This design comes from an exercise in tuning for small area, a short achievable clock period and few clock cycles per item on the open sky130 flow, not from production work.
Only simulation tests tie the RTL to the original design; equivalence was not proved.

==> flow/design.v <==
module geofence ( clk,reset,X,Y,valid,is_inside);
input clk;
input reset;
input [9:0] X;
input [9:0] Y;
output valid;
output is_inside;
reg [3:0]cur_st,nex_st;
reg [3:0]counter_7_read;
reg [3:0]counter_5_site;
reg [2:0]counter_pos;
reg [2:0]counter_neg;
reg [1:0]counter_4;
reg [2:0]counter_6_judge;
reg [2:0]judge_ans;
reg curve_ans;
reg [2:0]right_place;
reg [9:0]out_x[5:0];
reg [9:0]out_y[5:0];
reg [9:0]right_x[5:0];
reg [9:0]right_y[5:0];
reg [9:0]dot_x;
reg [9:0]dot_y;
reg [9:0]first_temp_x;
reg [9:0]first_temp_y;
reg [9:0]end_temp_x;
reg [9:0]end_temp_y;
reg [9:0]temp_x;
reg [9:0]temp_y;
parameter IDLE=4'd0,READ=4'd1,CAL=4'd2,SITE=4'd3,MOVE=4'd4,JUDGE=4'd5,OUTPUT=4'd6;
assign is_inside=((judge_ans==6)||(judge_ans==0))?1:0;
assign valid=(cur_st==OUTPUT)?1:0;
always @(posedge clk) begin
    if(reset)
        cur_st<=IDLE;
    else
        cur_st<=nex_st;
end
always @(*) begin
    case(cur_st)
        IDLE:nex_st=READ;
        READ:nex_st=(counter_7_read==7)?CAL:READ;
        CAL:nex_st=(counter_4==3)?SITE:CAL;
        SITE:nex_st=MOVE;
        MOVE:nex_st=(counter_5_site==5)?JUDGE:CAL;
        JUDGE:nex_st=(counter_6_judge==5)?OUTPUT:JUDGE;
        OUTPUT:nex_st=IDLE;
        default:nex_st=IDLE;
    endcase
end
always @(posedge clk) begin
    if(reset)
        counter_7_read<=0;
    else if(cur_st==READ)
        counter_7_read<=counter_7_read+1;
    else if(cur_st==CAL)
        counter_7_read<=0;
end
always @(posedge clk) begin
    if(reset)
        counter_4<=0;
    else if(cur_st==CAL)
        counter_4<=counter_4+1;
    else 
        counter_4<=0;
end
always @(*) begin
    case(counter_5_site)
    0:begin
        case(counter_4)
        0:begin
            temp_x=out_x[2];
            temp_y=out_y[2];
        end
        1:begin
            temp_x=out_x[3];
            temp_y=out_y[3];
        end
        2:begin
            temp_x=out_x[4];
            temp_y=out_y[4];
        end
        3:begin
            temp_x=out_x[5];
            temp_y=out_y[5];
        end
        endcase
    end
    1:begin
        case(counter_4)
        0:begin
            temp_x=out_x[1];
            temp_y=out_y[1];
        end
        1:begin
            temp_x=out_x[3];
            temp_y=out_y[3];
        end
        2:begin
            temp_x=out_x[4];
            temp_y=out_y[4];
        end
        3:begin
            temp_x=out_x[5];
            temp_y=out_y[5];
        end
        endcase
    end
    2:begin
        case(counter_4)
        0:begin
            temp_x=out_x[1];
            temp_y=out_y[1];
        end
        1:begin
            temp_x=out_x[2];
            temp_y=out_y[2];
        end
        2:begin
            temp_x=out_x[4];
            temp_y=out_y[4];
        end
        3:begin
            temp_x=out_x[5];
            temp_y=out_y[5];
        end
        endcase
    end
    3:begin
        case(counter_4)
        0:begin
            temp_x=out_x[1];
            temp_y=out_y[1];
        end
        1:begin
            temp_x=out_x[2];
            temp_y=out_y[2];
        end
        2:begin
            temp_x=out_x[3];
            temp_y=out_y[3];
        end
        3:begin
            temp_x=out_x[5];
            temp_y=out_y[5];
        end
        endcase
    end
    4:begin
        case(counter_4)
        0:begin
            temp_x=out_x[1];
            temp_y=out_y[1];
        end
        1:begin
            temp_x=out_x[2];
            temp_y=out_y[2];
        end
        2:begin
            temp_x=out_x[3];
            temp_y=out_y[3];
        end
        3:begin
            temp_x=out_x[4];
            temp_y=out_y[4];
        end
        endcase
    end
    default:begin
        temp_x=0;
        temp_y=0;
    end
    endcase
end
always @(posedge clk) begin
    if(reset)begin
        dot_x<=0;
        dot_y<=0;
    end
    else if(cur_st==IDLE)
        if(counter_7_read==0)begin
            dot_x<=X;
            dot_y<=Y;
        end
end
always @(posedge clk) begin
    if(cur_st==READ)begin
        case(counter_7_read)
        0:out_x[0]<=X;
        1:out_x[1]<=X;
        2:out_x[2]<=X;
        3:out_x[3]<=X;
        4:out_x[4]<=X;
        5:out_x[5]<=X;
        endcase
    end
end
always @(posedge clk) begin
    if(cur_st==READ)begin
        case(counter_7_read)
        0:out_y[0]<=Y;
        1:out_y[1]<=Y;
        2:out_y[2]<=Y;
        3:out_y[3]<=Y;
        4:out_y[4]<=Y;
        5:out_y[5]<=Y;
        endcase
    end
end
always @(posedge clk) begin
    if(reset)
    counter_pos<=0;
    else if(cur_st==CAL)begin
        if(curve_ans==1) 
        counter_pos<=counter_pos+1;
    end
    else if(cur_st==MOVE)
        counter_pos<=0;
end
always @(posedge clk) begin
    if(reset)
    counter_neg<=0;
    else if(cur_st==CAL)begin
        if(curve_ans==0)
        counter_neg<=counter_neg+1;
    end
    else if(cur_st==MOVE)
        counter_neg<=0;
end
always @(posedge clk) begin
    if(reset)
        counter_5_site<=0;
    else if(counter_4==3)
        counter_5_site<=counter_5_site+1;
    else if(cur_st==JUDGE)
        counter_5_site<=0;
end
always @(posedge clk) begin
    if(cur_st==SITE)
        case (counter_pos)
            3'b100: right_place<=5;
            3'b011: right_place<=4;
            3'b010: right_place<=3;
            3'b001: right_place<=2;
            3'b000: right_place<=1;
            default: right_place<=0;
        endcase
end
always @(posedge clk) begin
    if(cur_st==CAL)
    right_x[0]<=out_x[0];
    else if(cur_st==MOVE)begin
        case(right_place)
        1:right_x[1]<=out_x[counter_5_site];
        2:right_x[2]<=out_x[counter_5_site];
        3:right_x[3]<=out_x[counter_5_site];
        4:right_x[4]<=out_x[counter_5_site];
        5:right_x[5]<=out_x[counter_5_site];
        default:right_x[0]<=out_x[0];
    endcase
    end
end
always @(posedge clk) begin
    if(cur_st==CAL)
    right_y[0]<=out_y[0];
    if(cur_st==MOVE)begin
        case(right_place)
        1:right_y[1]<=out_y[counter_5_site];
        2:right_y[2]<=out_y[counter_5_site];
        3:right_y[3]<=out_y[counter_5_site];
        4:right_y[4]<=out_y[counter_5_site];
        5:right_y[5]<=out_y[counter_5_site];
        default:right_y[0]<=out_y[0];
    endcase
    end
end
always @(posedge clk) begin
    if(reset)
        counter_6_judge<=0;
    else if(cur_st==JUDGE)
        counter_6_judge<=counter_6_judge+1;
    else if(cur_st==OUTPUT)
        counter_6_judge<=0;
end
always @(*) begin
    if(cur_st==CAL)begin
        case (counter_5_site)
            0: first_temp_x=out_x[1];
            1: first_temp_x=out_x[2];
            2: first_temp_x=out_x[3];
            3: first_temp_x=out_x[4];
            4: first_temp_x=out_x[5];
            default: first_temp_x=0;
        endcase
    end
    else if(cur_st==JUDGE)begin
        case (counter_6_judge)
            0:first_temp_x=right_x[1];
            1:first_temp_x=right_x[2];
            2:first_temp_x=right_x[3];
            3:first_temp_x=right_x[4];
            4:first_temp_x=right_x[5];
            5:first_temp_x=right_x[0];
            default:first_temp_x=0;
        endcase
    end
    else
        first_temp_x=0;
end
always @(*) begin
    if(cur_st==CAL)begin
        case(counter_5_site)
            0: first_temp_y=out_y[1];
            1: first_temp_y=out_y[2];
            2: first_temp_y=out_y[3];
            3: first_temp_y=out_y[4];
            4: first_temp_y=out_y[5];
            default: first_temp_y=0; 
        endcase 
    end
    else if(cur_st==JUDGE)begin
        case (counter_6_judge)
            0:first_temp_y=right_y[1];
            1:first_temp_y=right_y[2];
            2:first_temp_y=right_y[3];
            3:first_temp_y=right_y[4];
            4:first_temp_y=right_y[5];
            5:first_temp_y=right_y[0];
            default:first_temp_y=0;
        endcase
    end
    else
        first_temp_y=0;
end
always @(*) begin
    if(cur_st==JUDGE)begin
        case (counter_6_judge)
        0:end_temp_x=right_x[0];
        1:end_temp_x=right_x[1];
        2:end_temp_x=right_x[2];
        3:end_temp_x=right_x[3];
        4:end_temp_x=right_x[4];
        5:end_temp_x=right_x[5];
        default:end_temp_x=0;
        endcase
    end
    else end_temp_x=0;
end
always @(*) begin
    if(cur_st==JUDGE)begin
        case (counter_6_judge)
        0:end_temp_y=right_y[0];
        1:end_temp_y=right_y[1];
        2:end_temp_y=right_y[2];
        3:end_temp_y=right_y[3];
        4:end_temp_y=right_y[4];
        5:end_temp_y=right_y[5];
        default:end_temp_y=0;
        endcase
    end
    else end_temp_y=0;
end
always @(*) begin
    if(cur_st==CAL)begin
        curve_ans=curve(first_temp_x,first_temp_y,temp_x,temp_y,out_x[0],out_y[0]);
    end
    else if(cur_st==JUDGE)begin
        curve_ans=curve(dot_x,dot_y,first_temp_x,first_temp_y,end_temp_x,end_temp_y);
    end
    else curve_ans=0;
end
always @(posedge clk) begin
    if(reset)
        judge_ans<=0;
    else if(cur_st==JUDGE)begin
        if(curve_ans==1)
            judge_ans<=judge_ans+1;
    end
    else if(cur_st==READ)
        judge_ans<=0;
end
function curve;
input [9:0]Ax,Ay,Bx,By,Cx,Cy;
reg signed [10:0]dis_1,dis_2,dis_3,dis_4;
reg signed [22:0]mul_1,mul_2; 
begin
    dis_1=Ax-Cx;
    dis_2=Ay-Cy;
    dis_3=Bx-Cx;
    dis_4=By-Cy;
    mul_1=dis_1*dis_4;
    mul_2=dis_3*dis_2;
    if(mul_1>mul_2)
        curve=1; 
    else
        curve=0; 
end
endfunction
endmodule
==> flow/run.sh <==
#!/bin/bash
# synth_recipe.tcl (not shown) runs the flow's synth.tcl, then flattens the netlist and writes it again
# the make line also repeats each setting of config.mk as NAME=value (left out here)
make -C /OpenROAD-flow-scripts/flow DESIGN_CONFIG=/design/flow/config.mk WORK_HOME=/design/flow/orfs CLKGATE_MAP_FILE= SYNTH_SCRIPT=/design/flow/synth_recipe.tcl finish
==> flow/config.mk <==
export PLATFORM = sky130hd
export DESIGN_NAME = geofence
export DESIGN_NICKNAME = geofence
export VERILOG_FILES = /design/flow/design.v
export SDC_FILE = /design/flow/constraint.sdc
export NUM_CORES = 4
export LEC_CHECK = 0
export CAP_MARGIN = 20
export CORE_MARGIN = 2
export CORE_UTILIZATION = 35
export SLEW_MARGIN = 20
==> flow/constraint.sdc <==
create_clock -name core_clock -period 11.5 [get_ports {clk}]
set_input_delay 2.3000 -clock core_clock [delete_from_list [all_inputs] [get_ports {clk}]]
set_output_delay 2.3000 -clock core_clock [all_outputs]
set_load 0.01 [all_outputs]
==> summary.txt, run 1 <==
Global routing:
- The pin count of the biggest net entering global routing is between 70 and 80.
- Across every metal layer, demand over resource in global routing totals approximately a fifth.
- For this run the aggregate overflow at the end of global routing stands at 0.
- The number of antenna violations at the first check in global routing was 2.
- The first-pass GRT wire length is ~170000 µm.
- The via count of the first global-routing pass is 28978.

Floorplanning:
- Once the floorplan was initialized, standard cells occupied about 35% of the core.
- The region available for standard cell placement spans 0.104 mm².
- Measured along the x axis, the die boundary spans 328 µm.
- The I/O pin count is 24.
- The number of standard-cell rows in the floorplan is 118.
- The floorplan step defined a die boundary enclosing 0.108 mm².
- The vertical extent of the die is approximately 330 µm.

Timing:
- The worst path meets setup with between 0.6 and 0.7 ns of slack.
- Measured against its own limit, the worst slew margin works out to 21.0%.
- The worst-margin pin slew is approximately 1.2 ns.
- The number of pins exceeding their max-slew limit in the final report is 0.
- The worst path needs around 11 ns of the cycle, external delays included.
- Adding up every negative setup slack in the final design gives 0 ns.
- Setup repair after global routing left no endpoint under its margin.
- The final hold violation count was 0.
- The final count of negative-setup-slack endpoints is 0.
- The tightest hold path in the finished design has a slack of 0.455 ns.
- Based on the critical path, the design can be clocked at up to 92.3 MHz.
- The part of the cycle the worst path needs is a little over nine tenths.
- On the final layout, the worst clock skew is around 0.022 ns.

Clock network:
- Clock latency on the worst-skew pair, taken at its later pin, is 0.59 ns.
- The number of clock sinks seen by CTS is approximately 290.
- The number of H-tree levels is 1.
- TritonCTS built the clock tree.
- Counting the buffers created by CTS gives 30.
- The maximum number of buffers from clock root to sink is 3.
- In this run, post-CTS hold repair placed 0 buffers.
- After clock tree synthesis, the clock-pin slew on the worst setup and hold paths is ~0.060 ns.
- The buffer cell driving the clock tree root is clkbuf_16.

Route:
- The routed design uses ~49000 µm of met2 wire.
- The via density per instance is 5.34.
- The residual DRC count is 0.
- After detailed routing, the average wire length per cell comes to 19.9 µm.
- The first detailed-routing pass ran for 9 iterations.
- Wires add up to between 100000 and 150000 µm.
- After detailed routing, the wire length on met1 is approximately 46000 µm.
- The first-iteration detailed-routing DRC count is between 2000 and 3000.
- Wire segments on met3 add up to between 8000 and 9000 µm in the final route.
- For this block, the via count after detailed routing is 28557.
- The detailed router used layers up to and including met5.
- The number of antenna-violating nets in the routed design is 0.

Synth:
- The count of flip-flops with a built-in enable after synthesis is roughly 230.
- The post-synthesis async set-or-reset flop share is 0%.
- The instance count of the mapped netlist is 3943.
- The synthesized net count is ~4800.
- The warning count from the yosys run is 5.
- The post-synthesis register bit count is about 290.
- The portion of the post-synthesis area used by sequential elements is 21.8%.
- Averaged over all synthesized cells, the footprint is roughly 9.3 µm².
- The cell area that synthesis handed to floorplanning was about 0.037 mm².
- The distinct cell type count of the synthesized netlist is between 70 and 80.
- The dominant register cell in the synthesized netlist is edfxtp_1.

Flow run:
- The tool flagged a number of max-cap violations equal to 0.

Place:
- Routability-driven placement finished with a final weighted congestion of around 0.93.
- The cell count after placement is approximately 5300.
- The number of buffers inserted by port buffering is 23.
- Before CTS, the worst setup slack after placement is approximately 0.67 ns.
- The HPWL reported at the end of detailed placement is 84900 µm.

Worst setup path:
- The number of buffers and inverters on the critical path is 8.
- Along the worst path, the maximum fanout reaches 14.
- Data arrives at the worst endpoint at 11.27 ns.
- The type of the worst setup path is reg -> reg.
- In this design, the stage delay of the slowest critical-path cell is roughly 0.5 ns.
- STA classifies the critical path endpoint as a register.
- The largest delay contributor family on the critical path is adder cells.
- The setup slack on the worst flop-to-flop path is ~0.67 ns.
- The cell that appears most often on the critical path is fa_1.
- The startpoint kind of the worst setup timing path is a register.
- STA puts the critical path data required time at 11.93 ns.
- The critical path's slowest cell is a221oi_1.

Final layout:
- The number of antenna diodes in the final layout is 0.
- The area overhead of the layout relative to synthesis is 9.12%.
- Once layout is complete, the cells apart from fillers number ~5300.
- For this run, the post-layout net count is about 4800.
- The share of post-route cells with drive strength above 1 is between 6 and 7%.

Status:
- The flow ran to the end and the layout has no timing, DRC or antenna violations.

Min path:
- The worst hold path class is reg -> reg.
[metal layers]
layer / vias to the layer above / track usage (%)
met5: - / 0
met4: 4 / 5.73
met3: 201 / 2.86
met2: 1148 / 32.0
met1: 14121 / 27.6
li1: 13083 / -
[final cells by class]
class                   instances  area (µm²)
multi-input cells            2853       25900
clock buffers                  37         871
well taps                    1380        1730
fillers                     10501       63800
inverters                     645        2420
flip-flops and latches        285        8040
repair buffers                127        1020
clock inverters                19         236
[worst register-to-register path, delay by kind of cell, from the launching register on]
family	cells	cell delay [ns]
compound gates	12	2.74
fa+ha+maj	9	3.75
mux	1	0.18
flops	1	0.39
simple gates	9	1.84
xor+xnor	3	0.65
buf+inv	8	1.11
[flip-flops by register name, summed over array words and instances (netlist names)]
name / count
out_x: 60
out_y: 60
right_x: 60
right_y: 60
dot_x: 10
dot_y: 10
counter_5_site: 4
counter_7_read: 4
counter_6_judge: 3
counter_pos: 3
cur_st: 3
judge_ans: 3
right_place: 3
counter_4: 2
[worst paths after layout]
check                                        from            to  depth (start not counted)
worst min register to register           dot_x[9]      dot_x[9]                          2
worst min-delay path                     dot_x[9]      dot_x[9]                          2
worst max register to register  counter_5_site[0]  judge_ans[1]                         42
worst max-delay path            counter_5_site[0]  judge_ans[1]                         42
[kinds of logic (layout without fill, tap and decap cells)]
logic type                 after synthesis  in the layout  share of synthesized area [%]
DFF                                    285            285                           21.8
xor gates and xnor gates               194            194                           4.61
buffers and inverters                  805            828                           8.24
AOI/OAI and AO/OA                      687            687                           13.0
muxes                                   66             66                           2.01
adders and majority gates              815            815                           37.5
and+or+nand+nor                       1091           1091                           12.9
[placed cells by master, fill, tap and decap left out, types with 9 or more instances in the layout]
cell | netlist | layout
inv_1 | 644 | 644
fa_1 | 480 | 480
nand2_1 | 449 | 447
nor2_1 | 363 | 361
ha_1 | 335 | 334
edfxtp_1 | 233 | 233
a21oi_1 | 168 | 167
xnor2_1 | 119 | 115
buf_4 | 0 | 103
o21ai_0 | 81 | 80
xor2_1 | 75 | 75
a22oi_1 | 68 | 68
mux2_2 | 62 | 62
a222oi_1 | 62 | 62
a221oi_1 | 53 | 52
nor2b_1 | 53 | 51
dfxtp_1 | 52 | 51
and2_1 | 51 | 50
a21o_1 | 48 | 47
nand2b_1 | 40 | 40
nand3_1 | 38 | 38
clkbuf_16 | 0 | 33
and3_1 | 28 | 27
a31oi_1 | 25 | 24
o21a_1 | 24 | 24
o21ai_1 | 22 | 23
nor3_1 | 25 | 23
o22ai_1 | 24 | 23
clkdlybuf4s50_1 | 0 | 22
a211oi_1 | 21 | 21
a21boi_0 | 10 | 10
or2_1 | 9 | 9
clkinv_2 | 0 | 9
[through the flow]
stage	util, %	cell area (µm²)
global route	38.7	40200
floorplan	-	36800
detailed placement	37.5	39000
CTS	38.6	40100
finish	38.7	40200
global placement	37.5	39000
[cell usage after synthesis, types with 52 or more instances]
| library cell | count | area (µm²) |
|---|---|---|
| inv_1 | 644 | 2420 |
| fa_1 | 480 | 9610 |
| nand2_1 | 449 | 1690 |
| nor2_1 | 363 | 1360 |
| ha_1 | 335 | 4190 |
| edfxtp_1 | 233 | 7000 |
| a21oi_1 | 168 | 841 |
| clkbuf_1 | 139 | 522 |
| xnor2_1 | 119 | 1040 |
| o21ai_0 | 81 | 405 |
| xor2_1 | 75 | 657 |
| a22oi_1 | 68 | 510 |
| a222oi_1 | 62 | 621 |
| mux2_2 | 62 | 698 |
| a221oi_1 | 53 | 464 |
| nor2b_1 | 53 | 332 |
| dfxtp_1 | 52 | 1040 |
[timing repair]
item                       4_1_cts  5_1_grt
hold endpoints to repair         0        0
buffers inserted                 0        0
setup endpoints to repair        0        6
gates resized for setup          0       12
Testbench counts, summed over its fixed seeds: cycles 73,600, items 1,600.
==> inputs of run 2 (changes only) <==
==> flow/design.v (replaced) <==
module geofence (clk, reset, X, Y, valid, is_inside);
input clk;
input reset;
input [9:0] X;
input [9:0] Y;
output valid;
output is_inside;
reg [2:0] k;             
reg [9:0] px, py;        
reg signed [10:0] rx, ry, lx, ly;    
reg sur;                 
reg line;                
assign valid = (k == 3'd7);
assign is_inside = sur;
wire signed [10:0] xs = {1'b0, X};
wire signed [10:0] ys = {1'b0, Y};
wire signed [10:0] pxs = {1'b0, px};
wire signed [10:0] pys = {1'b0, py};
wire signed [10:0] qx = xs - pxs;
wire signed [10:0] qy = ys - pys;
wire signed [22:0] cr = rx * qy - ry * qx;     
wire signed [22:0] cl = lx * qy - ly * qx;     
wire cr_neg = cr[22];
wire cr_pos = !cr[22] && (cr != 23'sd0);
wire cl_neg = cl[22];
wire cl_pos = !cl[22] && (cl != 23'sd0);
wire cr_zero = !cr_neg && !cr_pos;
wire cl_zero = !cl_neg && !cl_pos;
wire opp = (rx[10] && !qx[10] && qx != 11'sd0) || (!rx[10] && rx != 11'sd0 && qx[10]) ||
           (ry[10] && !qy[10] && qy != 11'sd0) || (!ry[10] && ry != 11'sd0 && qy[10]);
always @(posedge clk) begin
    if (reset)
        k <= 3'd0;
    else
        k <= k + 3'd1;
end
always @(posedge clk) begin
    if (k == 3'd0) begin
        px <= X;
        py <= Y;
    end
end
always @(posedge clk) begin
    if (k == 3'd1) begin
        rx <= qx; ry <= qy;
        lx <= qx; ly <= qy;
        sur <= 1'b0;
        line <= 1'b0;
    end else if (k != 3'd0 && k != 3'd7 && !sur) begin
        if (line) begin
            line <= 1'b0;
            if (cr_neg) begin
                rx <= lx; ry <= ly;
                lx <= rx; ly <= ry;
            end
        end else if (cr_neg && cl_pos) begin
            sur <= 1'b1;
        end else if (!cr_neg && cl_pos) begin
            lx <= qx; ly <= qy;
        end else if (cr_neg && !cl_pos) begin
            rx <= qx; ry <= qy;
        end else if (cr_zero && cl_zero && opp) begin
            lx <= qx; ly <= qy;
            line <= 1'b1;
        end
    end
end
endmodule
==> run 2 against run 1 <==
Net effect: sequential share of layout area is 12 points lower; non-clock buffer count rose by 38; global-route usage down 1.9 points.
==> summary.txt, run 2 <==
Status:
- Status: timing/DRC/antenna clean (unchanged).

Global routing:
- The pin count of the biggest net entering global routing is 43 (was 79).
- The number of antenna violations at the first check in global routing is 2 (unchanged).
- The first-pass GRT wire length was 98900 µm (was 167000 µm).
- The remaining global-route overflow came to 0 (unchanged).
- The via count of the first global-routing pass was 18219 (was 28978).
- The total routing resource utilization after global routing is 17.9% (was 19.8%).

Synth:
- The instance count of the mapped netlist is 2550 (was 3943).
- The distinct cell type count of the synthesized netlist was 85 (was 73).
- The post-synthesis async set-or-reset flop share is 0% (unchanged).
- Commonest cells post-synth: 663 x inv_1, 552 x fa_1, 276 x nand2_1, 190 x ha_1, 184 x and2_1 (was 644 x inv_1, 480 x fa_1, 449 x nand2_1, 363 x nor2_1, 335 x ha_1).
- The leading area contributor after synthesis was fa_1 (unchanged).
- The fraction of post-synthesis cell area in the top cell type by area is 46.2% (was 26.1%).
- The dominant register cell in the synthesized netlist is edfxtp_1 (unchanged).
- The count of flip-flops with a built-in enable after synthesis is 64 (was 233).
- The portion of the post-synthesis area used by sequential elements came to 8.46% (was 21.8%).
- The post-synthesis register bit count was 69 (was 285).
- The combined area of all synthesized cells is 0.0239 mm² (was 0.0368 mm²).
- The mean instance size in the synthesized netlist is 9.37 µm² (was 9.34 µm²).
- The warning count from the yosys run is 1 (was 5).
- The cell with the most instances after synthesis is inv_1 (unchanged).
- Synth top area cells: fa_1 46%, inv_1 10%, ha_1 9.9% (was fa_1 26%, edfxtp_1 19%, ha_1 11%).
- The synthesized net count is 3314 (was 4780).

Route:
- The number of detailed-route iterations in the first pass is 5 (was 9).
- The via density per instance was 4.78 (was 5.34).
- The wire length reported by the detailed router came to 59100 µm (was 106000 µm).
- The first-iteration detailed-routing DRC count is 1030 (was 2995).
- The residual DRC count was 0 (unchanged).
- The number of antenna-violating nets in the routed design came to 0 (unchanged).
- The post-detailed-route wirelength per cell is 16.9 µm (was 19.9 µm).
- The via count of the routed design is 16763 (was 28557).

Worst setup path:
- The startpoint kind of the worst setup timing path is an input port (was register).
- The worst stage delay on the critical path is 0.60 ns (was 0.50 ns).
- The launching instance or port of the critical path is Y[3] (was counter_5_site[0]).
- The peak fanout along the critical path is 22 (was 14).
- The cell with the most instances on the worst path is fa_1 (unchanged).
- The critical path data arrival time is 11.11 ns (was 11.27 ns).
- The kind of capture point of the worst setup path was a register (unchanged).
- The startpoint of the lowest-slack register-to-register path is py[3] (was counter_5_site[0]).
- The critical path's slowest cell is fa_1 (was a221oi_1).
- The required time at the worst-slack endpoint is 11.56 ns (was 11.93 ns).
- The type of the worst setup path is in -> reg (was reg -> reg).

Timing:
- The part of the cycle the worst path needs is 96.1% (was 94.2%).
- The post-route clock skew is 0.0189 ns (was 0.0217 ns).
- The final count of negative-setup-slack endpoints came to 0 (unchanged).
- The number of pins exceeding their max-slew limit in the final report came to 0 (unchanged).
- The worst-margin pin slew was 0.956 ns (was 1.18 ns).
- The final hold violation count was 0 (unchanged).
- The highest clock frequency the design can meet came to 90.5 MHz (was 92.3 MHz).
- The final critical path time including I/O delays and setup is 11.05 ns (was 10.83 ns).
- The worst hold slack after final layout was 0.480 ns (was 0.455 ns).
- The worst-case headroom to the max-slew limit is 36.0% (was 21.0%).
- RSZ-0062 raised after global routing: false (unchanged).

Final layout:
- The combined area of the multi-input logic cells is 0.0192 mm² (was 0.0259 mm²).
- The number of nets at the end of the flow is 3390 (was 4779).
- The final non-filler cell total is 3504 (was 5346).
- The utilization after layout is 39.4% (was 38.7%).
- The number of fill cells in the layout is 6730 (was 10501).
- The most common cell after layout, fill and taps aside is inv_1 (unchanged).
- The antenna diode count is 0 (unchanged).
- The share of post-route cells with drive strength above 1 is 8.06% (was 6.86%).
- The total area of sequential cells is 0.00202 mm² (was 0.00804 mm²).
- The area overhead of the layout relative to synthesis came to 11.3% (was 9.12%).
- Most used cells in the layout excluding fill and tap cells: 663 x inv_1, 552 x fa_1, 275 x nand2_1, 190 x ha_1, 183 x and2_1 (was 644 x inv_1, 480 x fa_1, 447 x nand2_1, 361 x nor2_1, 334 x ha_1).
- The final design area excluding fillers is 0.0266 mm² (was 0.0402 mm²).

Floorplanning:
- The standard cell core area was 0.0674 mm² (was 0.104 mm²).
- The I/O pin count was 24 (unchanged).
- The starting density of the core was 35.5% (was 35.4%).
- The die footprint is 0.0704 mm² (was 0.108 mm²).
- The chip width is 265 µm (was 328 µm).
- The number of standard-cell rows in the floorplan is 95 (was 118).
- The vertical extent of the die came to 265 µm (was 328 µm).

Place:
- The placer's final routability congestion estimate is 0.858 (was 0.930).
- The total cell area at the placement stage is 0.0262 mm² (was 0.0390 mm²).
- The HPWL reported at the end of detailed placement is 49400 µm (was 84900 µm).
- The cell count after placement is 3488 (was 5290).
- The number of buffers inserted by port buffering was 23 (unchanged).

Clock network:
- The total CTS buffers is 9 (was 30).
- The number of clock sinks seen by CTS is 69 (was 285).
- The TritonCTS clock tree is done (unchanged).
- The buffer cell driving the clock tree root is clkbuf_16 (unchanged).
- The clock-pin transition on the worst setup and hold timing paths is 0.07 ns (was 0.06 ns).
- The number of H-tree levels is 3 (was 1).
- The maximum number of buffers from clock root to sink came to 2 (was 3).
- The clock insertion delay at the later pin of the skew report is 0.36 ns (was 0.59 ns).
- The number of setup buffers added after CTS was 0 (unchanged).

Min path:
- The hold path startpoint was k[0] (was dot_x[9]).
- The worst hold path class is reg -> reg (unchanged).

Flow run:
- The max-cap violation count was 0 (unchanged).
[run 2: final timing paths]
path,to,slack (ns),cells past startpoint
hold / removal,k[0],0.48,1
setup / recovery,ly[7],0.45,27
hold reg to reg,k[0],0.48,1
setup reg to reg,ly[7],2.51,27
[run 2: routing by layer]
layer  up-vias  routed length (µm)  GRT usage [%]
met2       411               28600           30.3
met5         -                  13              0
met4         2                1270           3.83
met1      8568               25800           24.7
met3        72                3440           2.23
li1       7710                   -              -
[run 2: kinds of logic after synthesis]
group                      count (synthesis)  share of synthesized area [%]
adders and majority gates                742                           56.2
DFF                                       69                           8.46
buffers and inverters                    764                           12.1
AOI/OAI and AO/OA                        185                           5.45
and+or+nand+nor                          723                           15.3
muxes                                      4                          0.173
xor gates and xnor gates                  63                           2.31
[run 2: critical path, delay by kind of cell]
family,cells,cell delay [ns]
AOI/OAI and AO/OA,6,1.68
xor gates and xnor gates,1,0.37
and+or+nand+nor,5,1.31
buffers and inverters,6,1.00
adders and majority gates,9,4.41
[run 2: cell type report]
type / count / share of cell area, %
multi-input cells: 1717 / 72.1
well taps: 873 / 4.11
clock inverters: 7 / 0.306
repair buffers: 165 / 5.68
clock buffers: 9 / 0.847
flip-flops and latches: 69 / 7.61
inverters: 664 / 9.37
[run 2: metrics by stage]
stage | TNS, ns | setup WS [ns]
after floorplan | 0 | 0.403
after global placement | -2.17 | -0.0988
after detailed placement | -4.38 | -0.158
after CTS | 0 | 0.146
after global routing | 0 | 0.00669
final | 0 | 0.449
[run 2: repair_timing]
item | in CTS | in global routing
endpoints found under the setup margin | 0 | 44
gates resized for setup | 0 | 11
hold buffers | 0 | 0
Testbench counts of run 2, summed over its fixed seeds: cycles 12,800, items 1,600.

[afterwards: timing with drivers on the ports]
In the flow no input, the clock included, has a driving cell. The finished layouts below were timed again as built, in two steps.
Step 1, drivers: a clkbuf_16 drives clk and a buf_2 each remaining input, both assumed.
Step 2, shift: input delay + t, output delay - t, t = (earliest + latest rising clock arrival at the registers) / 2. This alone moves slack from input paths to output paths.
a / b / c = no drivers / after step 1 / after step 2; a / b = the first two.
run | t, ns | setup slack, ns | worst hold slack (ns)
run 1 | 0.638 | 0.667 / 0.667 / 0.667 | 0.455 / 0.455 / 0.455
run 2 | 0.395 | 0.449 / 0.465 / 0.070 | 0.480 / 0.480 / 0.480
After both steps setup and hold are still met in every run listed. The setup slack of run 2, which loses most, moves by +0.016 ns with the drivers and by -0.379 ns with both steps.
